From an optimization exercise on the open Yosys and OpenROAD flow, aimed at small area, a short achievable clock period and few clock cycles per item; shortcuts taken in it are not production practice.
Where RTL was checked, it was by simulation tests only, not by an equivalence proof against the original.
No activity file was given, so power comes from the tool's default toggle rates.

Setup of run 1:
==> flow/design.v <==
`timescale 1ns/1ns
module deinterlacer_v2 (
	clock,
	reset,
	dout_data,
	dout_ready,
	dout_valid,
	dout_startofpacket,
	dout_endofpacket,
	din_data,
	din_ready,
	din_valid,
	din_startofpacket,
	din_endofpacket
);
localparam DW = 24;
input  logic          clock;
input  logic          reset;
output logic [DW-1:0] dout_data;
input  logic          dout_ready;
output logic          dout_valid;
output logic          dout_startofpacket;
output logic          dout_endofpacket;
input  logic [DW-1:0] din_data;
output logic          din_ready;
input  logic          din_valid;
input  logic          din_startofpacket;
input  logic          din_endofpacket;
localparam [2:0] S_C0 = 3'd0, S_C1 = 3'd1, S_C2 = 3'd2, S_C3 = 3'd3,
                 S_HDR = 3'd4, S_PIX = 3'd5;
logic [2:0] ss;                     
localparam [2:0] O_IDLE = 3'd0, O_B1 = 3'd1, O_B2 = 3'd2, O_B3 = 3'd3,
                 O_VHDR = 3'd4, O_PIX = 3'd5;
logic [2:0] so;                     
logic [15:0] cw;                    
logic [14:0] ch;                    
logic [4:0]  wm1;                   
logic        wsel;                  
logic        oact;                  
logic        ahead;                 
logic        wfull;                 
logic        copy1;                 
logic        lastline;              
logic [4:0]  wp, op;                
logic [4:0]  k;                     
logic [4:0]  aw;                    
logic [DW-1:0]    r0;
logic [16*DW-1:0] s16;
logic [8*DW-1:0]  s8;
logic [4*DW-1:0]  s4;
logic [2*DW-1:0]  s2;
logic [DW-1:0]    s1;
wire  [DW-1:0] o16 = wm1[4] ? s16[16*DW-1 -: DW] : r0;
wire  [DW-1:0] o8  = wm1[3] ? s8[8*DW-1 -: DW]   : o16;
wire  [DW-1:0] o4  = wm1[2] ? s4[4*DW-1 -: DW]   : o8;
wire  [DW-1:0] o2  = wm1[1] ? s2[2*DW-1 -: DW]   : o4;
wire  [DW-1:0] tap = wm1[0] ? s1                 : o2;
always_ff @(posedge clock) begin : loop
	r0  <= wsel ? din_data : tap;
	s16 <= {s16[15*DW-1:0], r0};
	s8  <= {s8[7*DW-1:0], o16};
	s4  <= {s4[3*DW-1:0], o8};
	s2  <= {s2[DW-1:0], o4};
	s1  <= o2;
end
wire in_fire   = din_valid && din_ready;
wire write_now = din_valid && wsel;
wire can_load  = !dout_valid || dout_ready;
wire op_last   = (op == wm1);
wire wp_last   = (wp == wm1);
wire [4:0] k_p1   = k + 5'd1;
wire [4:0] k_inc  = (k == wm1) ? 5'd0 : k_p1;
wire [4:0] aw_inc = (aw == wm1) ? 5'd0 : aw + 5'd1;
wire pix_ready = oact && (k == op) && (copy1 || ahead || wfull || wp != op);
wire pix_load  = (so == O_PIX) && pix_ready && can_load;
wire retire    = pix_load && copy1 && op_last;
wire fresh     = write_now && !oact;                              
wire start     = write_now && (wp == 5'd0) && (wfull || !oact);   
wire cap_ready = (ss == S_HDR) || (ss == S_PIX);
logic [2:0] ss_n, so_n;
always_comb begin
	ss_n = ss;
	if (in_fire)
		case (ss)
			S_C0  : ss_n = S_C1;
			S_C1  : ss_n = S_C2;
			S_C2  : ss_n = S_C3;
			S_C3  : ss_n = S_HDR;
			S_HDR : ss_n = S_PIX;
			default : if (wp_last && din_endofpacket) ss_n = S_C0;
		endcase
	so_n = so;
	case (so)
		O_IDLE : if (cap_ready && can_load) so_n = O_B1;
		O_B1, O_B2, O_B3 : if (can_load) so_n = so + 3'd1;
		O_VHDR : if (can_load) so_n = O_PIX;
		default : if (retire && lastline && !ahead) so_n = O_IDLE;
	endcase
end
wire oact_n   = (oact && !(retire && !ahead)) || write_now;
wire ahead_n  = oact && !retire && (ahead || start);
wire wfull_n  = write_now ? wp_last : (wfull && !(retire && !ahead));
wire [4:0] wp_n = write_now ? (wp_last ? 5'd0 : wp + 5'd1) : wp;
wire [4:0] aw_n = write_now ? 5'd0 : aw_inc;
wire [4:0] op_n = pix_load ? (op_last ? 5'd0 : op + 5'd1) : op;
wire copy1_n    = (pix_load && op_last) ? ~copy1 : copy1;
wire [4:0] k_n  = fresh ? 5'd0 : k_inc;
wire lastline_n = (write_now && wp_last) ? din_endofpacket : (lastline && !(retire && !ahead));
wire wp_zero   = (wp == 5'd0);
wire ahead_w   = ahead || (wp_zero && wfull);               
wire [4:0] wp_p1 = wp + 5'd1;
wire mid_w     = !wp_last && (!ahead_w || wp_p1 < op);         
wire mid_nw    = !wfull && !wp_zero && (aw_inc == 5'd0) && (!ahead || wp < op);
wire early_n   = wfull && copy1 && op != 5'd0 && k_p1 == wm1 && wm1 != 5'd0 && !lastline && !ahead;
wire src_pix_n = (so == O_VHDR) ||
                 (so == O_B3 && can_load) ||
                 (so == O_PIX && !(lastline && copy1 && op_last && k == op && !ahead));
wire spix_v    = (ss == S_HDR) || (ss == S_PIX && !(wsel && wp_last && din_endofpacket));
wire spix_nv   = (ss == S_PIX);
wire wsel_v    = spix_v && src_pix_n && (wsel ? (mid_w || early_n) : (mid_nw || early_n || !oact));
wire wsel_nv   = spix_nv && src_pix_n && (mid_nw || early_n || !oact);
wire wsel_n    = din_valid ? wsel_v : wsel_nv;
wire drdy_n    = din_valid ? (!spix_v || wsel_v) : (!spix_nv || wsel_nv);
always_ff @(posedge clock or posedge reset) begin : states
	if (reset) begin
		ss        <= S_C0;
		so        <= O_IDLE;
		wsel      <= 0;
		din_ready <= 1;
		oact      <= 0;
		ahead     <= 0;
		wfull     <= 0;
		copy1     <= 0;
		lastline  <= 0;
		wp        <= 0;
		op        <= 0;
		k         <= 0;
		aw        <= 0;
	end else begin
		ss        <= ss_n;
		so        <= so_n;
		wsel      <= wsel_n;
		din_ready <= drdy_n;
		oact      <= oact_n;
		ahead     <= ahead_n;
		wfull     <= wfull_n;
		copy1     <= copy1_n;
		lastline  <= lastline_n;
		wp        <= wp_n;
		op        <= op_n;
		k         <= k_n;
		aw        <= aw_n;
	end
end
always_ff @(posedge clock) begin : capture
	if (din_valid && ss == S_C1)
		cw[15:4] <= {din_data[3:0], din_data[11:8], din_data[19:16]};
	if (din_valid && ss == S_C2) begin
		cw[3:0]   <= din_data[3:0];
		ch[14:8]  <= {din_data[10:8], din_data[19:16]};
	end
	if (din_valid && ss == S_C3)
		ch[7:0]   <= {din_data[3:0], din_data[11:8]};
	if (so == O_IDLE)
		wm1 <= cw[4:0] - 5'd1;
end
always_ff @(posedge clock or posedge reset) begin : source_ctl
	if (reset)
		dout_valid <= 0;
	else if ((so == O_PIX) ? pix_load : (so_n != so))
		dout_valid <= 1;
	else if (dout_ready)
		dout_valid <= 0;
end
always_ff @(posedge clock) begin : source_data
	if (can_load) begin
		case (so)
			O_IDLE : begin
				dout_data          <= 24'h00_00_0F;
				dout_startofpacket <= 1;
				dout_endofpacket   <= 0;
			end
			O_B1 : begin
				dout_data          <= {4'h0, cw[7:4], 4'h0, cw[11:8], 4'h0, cw[15:12]};
				dout_startofpacket <= 0;
				dout_endofpacket   <= 0;
			end
			O_B2 : begin
				dout_data          <= {4'h0, ch[10:7], 4'h0, ch[14:11], 4'h0, cw[3:0]};
				dout_startofpacket <= 0;
				dout_endofpacket   <= 0;
			end
			O_B3 : begin
				dout_data          <= {4'h0, 4'h2, 4'h0, ch[2:0], 1'b0, 4'h0, ch[6:3]};
				dout_startofpacket <= 0;
				dout_endofpacket   <= 1;
			end
			O_VHDR : begin
				dout_data          <= 24'h00_00_00;
				dout_startofpacket <= 1;
				dout_endofpacket   <= 0;
			end
			default : begin
				dout_data          <= r0;
				dout_startofpacket <= 0;
				dout_endofpacket   <= copy1 && op_last && lastline && !ahead;
			end
		endcase
	end
end
endmodule
clock: 8.0 ns
lec_check: 0
abc_clock_period_in_ps: 2500
cap_margin: 20
core_margin: 2
core_utilization: 50
cts_buf_list: sky130_fd_sc_hd__clkbuf_4 sky130_fd_sc_hd__clkbuf_8
cts_cluster_size: 30
setup_slack_margin: 5
slew_margin: 20
standard.sh (not shown) runs the stock make flow with config.mk's settings and CLKGATE_MAP_FILE= SYNTH_SCRIPT=/design/flow/synth_recipe.tcl, a recipe that flattens the netlist after the stock synthesis.
==> flow/flow/run.sh <==
#!/bin/bash
# Standard layout, with plain buffers on the ports and no CTS dummy loads.
export BUFFER_PORTS_ARGS="-buffer_cell sky130_fd_sc_hd__buf_2"
export CTS_ARGS="-sink_clustering_enable -repair_clock_nets -dont_use_dummy_load -sink_clustering_size 30 -buf_list {sky130_fd_sc_hd__clkbuf_4 sky130_fd_sc_hd__clkbuf_8}"
bash standard.sh > standard.log 2>&1
Testbench counts of run 1, summed over its fixed seeds: cycles 15,218, frames 64.
Inputs modified between run 1 and run 2:
--- a/flow/design.v
+++ b/flow/design.v
@@ -39,14 +39,14 @@
 logic        oact;                  
 logic        ahead;                 
 logic        wfull;                 
 logic        copy1;                 
 logic        lastline;              
 logic [4:0]  wp, op;                
-logic [4:0]  k;                     
 logic [4:0]  aw;                    
+logic [4:0]  ao;                    
 logic [DW-1:0]    r0;
 logic [16*DW-1:0] s16;
 logic [8*DW-1:0]  s8;
 logic [4*DW-1:0]  s4;
 logic [2*DW-1:0]  s2;
 logic [DW-1:0]    s1;
@@ -65,20 +65,18 @@
 end
 wire in_fire   = din_valid && din_ready;
 wire write_now = din_valid && wsel;
 wire can_load  = !dout_valid || dout_ready;
 wire op_last   = (op == wm1);
 wire wp_last   = (wp == wm1);
-wire [4:0] k_p1   = k + 5'd1;
-wire [4:0] k_inc  = (k == wm1) ? 5'd0 : k_p1;
 wire [4:0] aw_inc = (aw == wm1) ? 5'd0 : aw + 5'd1;
-wire pix_ready = oact && (k == op) && (copy1 || ahead || wfull || wp != op);
+wire [4:0] ao_inc = (ao == wm1) ? 5'd0 : ao + 5'd1;
+wire pix_ready = oact && (ao == 5'd0) && (copy1 || ahead || wfull || wp != op);
 wire pix_load  = (so == O_PIX) && pix_ready && can_load;
 wire retire    = pix_load && copy1 && op_last;
-wire fresh     = write_now && !oact;                              
-wire start     = write_now && (wp == 5'd0) && (wfull || !oact);   
+wire start     = write_now && (wp == 5'd0) && (wfull || !oact);    
 wire cap_ready = (ss == S_HDR) || (ss == S_PIX);
 logic [2:0] ss_n, so_n;
 always_comb begin
 	ss_n = ss;
 	if (in_fire)
 		case (ss)
@@ -101,29 +99,19 @@
 wire ahead_n  = oact && !retire && (ahead || start);
 wire wfull_n  = write_now ? wp_last : (wfull && !(retire && !ahead));
 wire [4:0] wp_n = write_now ? (wp_last ? 5'd0 : wp + 5'd1) : wp;
 wire [4:0] aw_n = write_now ? 5'd0 : aw_inc;
 wire [4:0] op_n = pix_load ? (op_last ? 5'd0 : op + 5'd1) : op;
 wire copy1_n    = (pix_load && op_last) ? ~copy1 : copy1;
-wire [4:0] k_n  = fresh ? 5'd0 : k_inc;
+wire [4:0] ao_n = (!oact || pix_load) ? ao : ao_inc;
 wire lastline_n = (write_now && wp_last) ? din_endofpacket : (lastline && !(retire && !ahead));
-wire wp_zero   = (wp == 5'd0);
-wire ahead_w   = ahead || (wp_zero && wfull);               
-wire [4:0] wp_p1 = wp + 5'd1;
-wire mid_w     = !wp_last && (!ahead_w || wp_p1 < op);         
-wire mid_nw    = !wfull && !wp_zero && (aw_inc == 5'd0) && (!ahead || wp < op);
-wire early_n   = wfull && copy1 && op != 5'd0 && k_p1 == wm1 && wm1 != 5'd0 && !lastline && !ahead;
-wire src_pix_n = (so == O_VHDR) ||
-                 (so == O_B3 && can_load) ||
-                 (so == O_PIX && !(lastline && copy1 && op_last && k == op && !ahead));
-wire spix_v    = (ss == S_HDR) || (ss == S_PIX && !(wsel && wp_last && din_endofpacket));
-wire spix_nv   = (ss == S_PIX);
-wire wsel_v    = spix_v && src_pix_n && (wsel ? (mid_w || early_n) : (mid_nw || early_n || !oact));
-wire wsel_nv   = spix_nv && src_pix_n && (mid_nw || early_n || !oact);
-wire wsel_n    = din_valid ? wsel_v : wsel_nv;
-wire drdy_n    = din_valid ? (!spix_v || wsel_v) : (!spix_nv || wsel_nv);
+wire pix_mode_n = (ss_n == S_PIX) && (so_n == O_VHDR || so_n == O_PIX);
+wire wsel_n = pix_mode_n &&
+              ((!wfull_n && wp_n != 5'd0 && aw_n == 5'd0 && !ahead_n) ||
+               !oact_n ||
+               (wfull_n && copy1_n && op_n == wm1 && ao_n == 5'd0 && wm1 != 5'd0 && !ahead_n && !lastline_n));
 always_ff @(posedge clock or posedge reset) begin : states
 	if (reset) begin
 		ss        <= S_C0;
 		so        <= O_IDLE;
 		wsel      <= 0;
 		din_ready <= 1;
@@ -131,28 +119,28 @@
 		ahead     <= 0;
 		wfull     <= 0;
 		copy1     <= 0;
 		lastline  <= 0;
 		wp        <= 0;
 		op        <= 0;
-		k         <= 0;
 		aw        <= 0;
+		ao        <= 0;
 	end else begin
 		ss        <= ss_n;
 		so        <= so_n;
 		wsel      <= wsel_n;
-		din_ready <= drdy_n;
+		din_ready <= (ss_n != S_PIX) || wsel_n;
 		oact      <= oact_n;
 		ahead     <= ahead_n;
 		wfull     <= wfull_n;
 		copy1     <= copy1_n;
-		lastline  <= lastline_n;
 		wp        <= wp_n;
 		op        <= op_n;
-		k         <= k_n;
 		aw        <= aw_n;
+		ao        <= ao_n;
+		lastline  <= lastline_n;
 	end
 end
 always_ff @(posedge clock) begin : capture
 	if (din_valid && ss == S_C1)
 		cw[15:4] <= {din_data[3:0], din_data[11:8], din_data[19:16]};
 	if (din_valid && ss == S_C2) begin
## What came out
Run 2 reports a lower global placer's final weighted congestion than run 1 does. The global-route usage number comes out higher for run 2 vs run 1. | synthesized-area fraction occupied by adder cells | higher: run 1 |. Compared with run 1, run 2 shows a lower count of clock buffers in the final design. Detailed route wirelength on metal2 (lower): run 1. Going from run 1 to run 2, design area decreased by about 0.7% relative to the old numbers, wire length of the first global-routing pass increased by 650 um relative to the old numbers. TritonCTS buffer count for run 2 is lower than for run 1. Both conditions hold for run 2: the flow ran to the end and the final layout passed the timing, DRC and antenna checks.
Only the layout flow was run in run 2; the RTL was not checked for function there.


== build 89 ==
deinterlacer_v2, a different RTL version from the one above (not shown whole).
For scale: about 22000 um^2 of cells after synthesis.
clock: 8.0 ns
lec_check: 0
abc_clock_period_in_ps: 2500
cap_margin: 20
core_margin: 2
core_utilization: 50
slew_margin: 20
==> flow/flow/run.sh <==
#!/bin/bash
set -euo pipefail
export SETUP_SLACK_MARGIN=5.25
export BUFFER_PORTS_ARGS="-buffer_cell sky130_fd_sc_hd__buf_2"
export CTS_ARGS="-sink_clustering_enable -repair_clock_nets -dont_use_dummy_load -sink_clustering_size 20 -sink_clustering_max_diameter 60 -sink_buffer_max_cap_derate 0.2 -buf_list {sky130_fd_sc_hd__clkbuf_8 sky130_fd_sc_hd__clkbuf_16}"
R=orfs/results/sky130hd/deinterlacer_v2/base
bash standard.sh synth > synth.log 2>&1
python3 flow/downsize.py "$FLOW_HOME/platforms/sky130hd/lib/sky130_fd_sc_hd__tt_025C_1v80.lib" "$R/1_2_yosys.v" > downsize.log 2>&1
rm -f "$R/1_synth.odb" "$R/1_synth.sdc"
bash standard.sh > standard.log 2>&1
==> flow/flow/downsize.py <==
#!/usr/bin/env python3
"""Swap every combinational cell of the synthesized netlist for the smallest
drive strength of the same cell (same function and pins); the layout's
repair steps then size up what timing needs. Flip-flops are left alone."""
import re, sys
lib, net = sys.argv[1], sys.argv[2]
area = {}
cur = None
for line in open(lib):
    m = re.match(r'\s*cell\s*\(\s*"?(sky130_fd_sc_hd__\w+?)"?\s*\)', line)
    if m:
        cur = m.group(1)
        continue
    m = re.match(r'\s*area\s*:\s*([0-9.]+)', line)
    if m and cur:
        area[cur] = float(m.group(1))
        cur = None
dont = set(sys.argv[3].split()) if len(sys.argv) > 3 else set()
best = {}
for c, a in area.items():
    m = re.match(r'(sky130_fd_sc_hd__\w+)_(\d+)$', c)
    if not m or c in dont:
        continue
    base = m.group(1)
    if base not in best or a < area[best[base]]:
        best[base] = c
seq = re.compile(r'sky130_fd_sc_hd__(df|edf|sdf|dl|clk|conb|tap|fill|decap|lpflow|probe)')
text = open(net).read()
swaps = {}
def sub(m):
    c = m.group(0)
    mm = re.match(r'(sky130_fd_sc_hd__\w+)_(\d+)$', c)
    if not mm or seq.match(c):
        return c
    b = best.get(mm.group(1))
    if b and b != c and area[b] < area[c]:
        swaps[c] = swaps.get(c, 0) + 1
        return b
    return c
text = re.sub(r'\bsky130_fd_sc_hd__\w+\b', sub, text)
open(net, 'w').write(text)
for c, n in sorted(swaps.items()):
    print(c, '->', sub(re.match(r'.*', c)) if False else best[re.match(r'(sky130_fd_sc_hd__\w+)_(\d+)$', c).group(1)], n)
Edits applied to the flow inputs when going from build 89 to build 18:
--- a/flow/design.v
+++ b/flow/design.v
@@ -39,42 +39,40 @@
 logic        oact;                  
 logic        ahead;                 
 logic        wfull;                 
 logic        copy1;                 
 logic        lastline;              
 logic [4:0]  wp, op;                
 logic [4:0]  k;                     
-logic [4:0]  aw;                    
 logic [DW-1:0]    r0;
 logic [16*DW-1:0] s16;
-logic [8*DW-1:0]  s8;
+logic [8*DW-1:0]  s8;               
 logic [4*DW-1:0]  s4;
-logic [2*DW-1:0]  s2;
+logic [2*DW-1:0]  s2;               
 logic [DW-1:0]    s1;
-wire  [DW-1:0] o16 = wm1[4] ? s16[16*DW-1 -: DW] : r0;
-wire  [DW-1:0] o8  = wm1[3] ? s8[8*DW-1 -: DW]   : o16;
-wire  [DW-1:0] o4  = wm1[2] ? s4[4*DW-1 -: DW]   : o8;
-wire  [DW-1:0] o2  = wm1[1] ? s2[2*DW-1 -: DW]   : o4;
-wire  [DW-1:0] tap = wm1[0] ? s1                 : o2;
+wire  [DW-1:0] o16_n = ~(wm1[4] ? s16[16*DW-1 -: DW] : r0);
+wire  [DW-1:0] o8    = ~(wm1[3] ? s8[8*DW-1 -: DW]   : o16_n);
+wire  [DW-1:0] o4_n  = ~(wm1[2] ? s4[4*DW-1 -: DW]   : o8);
+wire  [DW-1:0] o2    = ~(wm1[1] ? s2[2*DW-1 -: DW]   : o4_n);
+wire  [DW-1:0] tap_n = ~(wm1[0] ? s1                 : o2);
 always_ff @(posedge clock) begin : loop
-	r0  <= wsel ? din_data : tap;
+	r0  <= wsel ? din_data : ~tap_n;
 	s16 <= {s16[15*DW-1:0], r0};
-	s8  <= {s8[7*DW-1:0], o16};
+	s8  <= {s8[7*DW-1:0], o16_n};
 	s4  <= {s4[3*DW-1:0], o8};
-	s2  <= {s2[DW-1:0], o4};
+	s2  <= {s2[DW-1:0], o4_n};
 	s1  <= o2;
 end
 wire in_fire   = din_valid && (ss != S_PIX || wsel);
 wire write_now = din_valid && wsel;
 wire can_load  = ovalid_n || dout_ready;
 wire op_last   = (op == wm1);
 wire wp_last   = (wp == wm1);
 wire [4:0] k_p1   = k + 5'd1;
 wire [4:0] k_inc  = (k == wm1) ? 5'd0 : k_p1;
-wire [4:0] aw_inc = (aw == wm1) ? 5'd0 : aw + 5'd1;
 wire pix_ready = oact && (k == op) && (copy1 || ahead || wfull || wp != op);
 wire pix_load  = (so == O_PIX) && pix_ready && can_load;
 wire retire    = pix_load && copy1 && op_last;
 wire fresh     = write_now && !oact;                              
 wire start     = write_now && (wp == 5'd0) && (wfull || !oact);   
 wire cap_ready = (ss == S_HDR) || (ss == S_PIX);
 logic [2:0] ss_n, so_n;
@@ -97,24 +95,22 @@
 		default : if (retire && lastline && !ahead) so_n = O_IDLE;
 	endcase
 end
 wire oact_n   = (oact && !(retire && !ahead)) || write_now;
 wire ahead_n  = oact && !retire && (ahead || start);
 wire wfull_n  = write_now ? wp_last : (wfull && !(retire && !ahead));
 wire [4:0] wp_n = write_now ? (wp_last ? 5'd0 : wp + 5'd1) : wp;
-wire [4:0] aw_n = write_now ? 5'd0 : aw_inc;
 wire [4:0] op_n = pix_load ? (op_last ? 5'd0 : op + 5'd1) : op;
 wire copy1_n    = (pix_load && op_last) ? ~copy1 : copy1;
 wire [4:0] k_n  = fresh ? 5'd0 : k_inc;
 wire lastline_n = (write_now && wp_last) ? din_endofpacket : (lastline && !(retire && !ahead));
 wire wp_zero   = (wp == 5'd0);
-wire ahead_w   = ahead || (wp_zero && wfull);               
-wire [4:0] wp_p1 = wp + 5'd1;
-wire mid_w     = !wp_last && (!ahead_w || wp_p1 < op);         
-wire mid_nw    = !wfull && !wp_zero && (aw_inc == 5'd0) && (!ahead || wp < op);
+wire mid_w     = !wp_last && !ahead && (!(wp_zero && wfull) || op[4:1] != 4'd0);
+wire k2_wp     = (k_p1 + 5'd1 == wp) || (k == wm1 && wp == 5'd1);
+wire mid_nw    = !wfull && !wp_zero && k2_wp && !ahead;
 wire early_n   = wfull && copy1 && op != 5'd0 && k_p1 == wm1 && wm1 != 5'd0 && !lastline && !ahead;
 wire src_pix_n = (so == O_VHDR) ||
                  (so == O_B3 && can_load) ||
                  (so == O_PIX && !(lastline && copy1 && op_last && k == op && !ahead));
 wire spix_v    = (ss == S_HDR) || (ss == S_PIX && !(wsel && wp_last && din_endofpacket));
 wire spix_nv   = (ss == S_PIX);
 wire wsel_v    = spix_v && src_pix_n && (wsel ? (mid_w || early_n) : (mid_nw || early_n || !oact));
@@ -130,28 +126,26 @@
 		ahead     <= 0;
 		wfull     <= 0;
 		copy1     <= 0;
 		lastline  <= 0;
 		wp        <= 0;
 		op        <= 0;
 		k         <= 0;
-		aw        <= 0;
 	end else begin
 		ss        <= ss_n;
 		so        <= so_n;
 		wsel      <= wsel_n;
 		oact      <= oact_n;
 		ahead     <= ahead_n;
 		wfull     <= wfull_n;
 		copy1     <= copy1_n;
 		lastline  <= lastline_n;
 		wp        <= wp_n;
 		op        <= op_n;
 		k         <= k_n;
-		aw        <= aw_n;
 	end
 end
 always_ff @(posedge clock) begin : ready_port
 	din_ready <= drdy_n;
 end
 always_ff @(posedge clock) begin : capture
 	if (din_valid && ss == S_C1)
Notes after the runs:
Diff build 89 -> build 18: filler cell count shrank by 78, parity-gate share of the synthesized area counting xor and xnor cells held steady, post-route fraction of the period consumed by the critical path fell by 0.42 points, critical path depth neither gained nor lost much.
Measured against each other, build 18 and build 89 differ in number of vias after detailed routing, the higher figure coming from build 89.
Max setup slack across build 18 and build 89: build 18
Diff build 89 -> build 18: cell count dropped 76, shortest clock period the worst path allows after layout fell by 0.033 ns, cell area after synthesis dropped about 1.8%.
The total track usage in build 18 sits 0.51 points below the value recorded for build 89.
Against build 89, post-route total power in build 18 came out worse.
Taking build 89 as the reference, in build 18 combinational power picked up an extra 48%, routed wire length went down.
Testbench counts of build 18, summed over its fixed seeds: cycles 15,218, frames 64.
Only the layout flow was run in build 89; the RTL was not checked for function there.

-- static timing again, ports no longer ideal --
No port has a modelled driver above. Below, the same layouts with a new extraction and two added sets of constraints. Step 1: set_driving_cell puts a clkbuf_16 on clock and a buf_2 on each other input, an assumption about the parent block. Step 2 adds t to the input delays and takes it off the output delays; t is the mean of the earliest and latest rising clock arrival at the registers after step 1. Input paths then give back, and output paths get back, about the clock's delay inside the block. Slacks: ideal / step 1 / step 2; pairs: ideal / step 1.
run	t (ns)	slack for setup (ns)	worst setup path at the end	worst data-port slew with drivers (ns)
run 1	0.712	5.044 / 4.990 / 4.595	input to register	0.08
run 2	0.694	4.998 / 4.990 / 4.296	input to register	0.08
build 89	0.670	5.110 / 5.061 / 4.604	input to register	0.08
build 18	0.672	5.144 / 5.096 / 4.704	input to register	0.10
After both steps setup and hold are still met in every run listed. For run 2, which loses most, drivers alone change the setup slack by -0.008 ns; drivers and shift together by -0.702 ns.
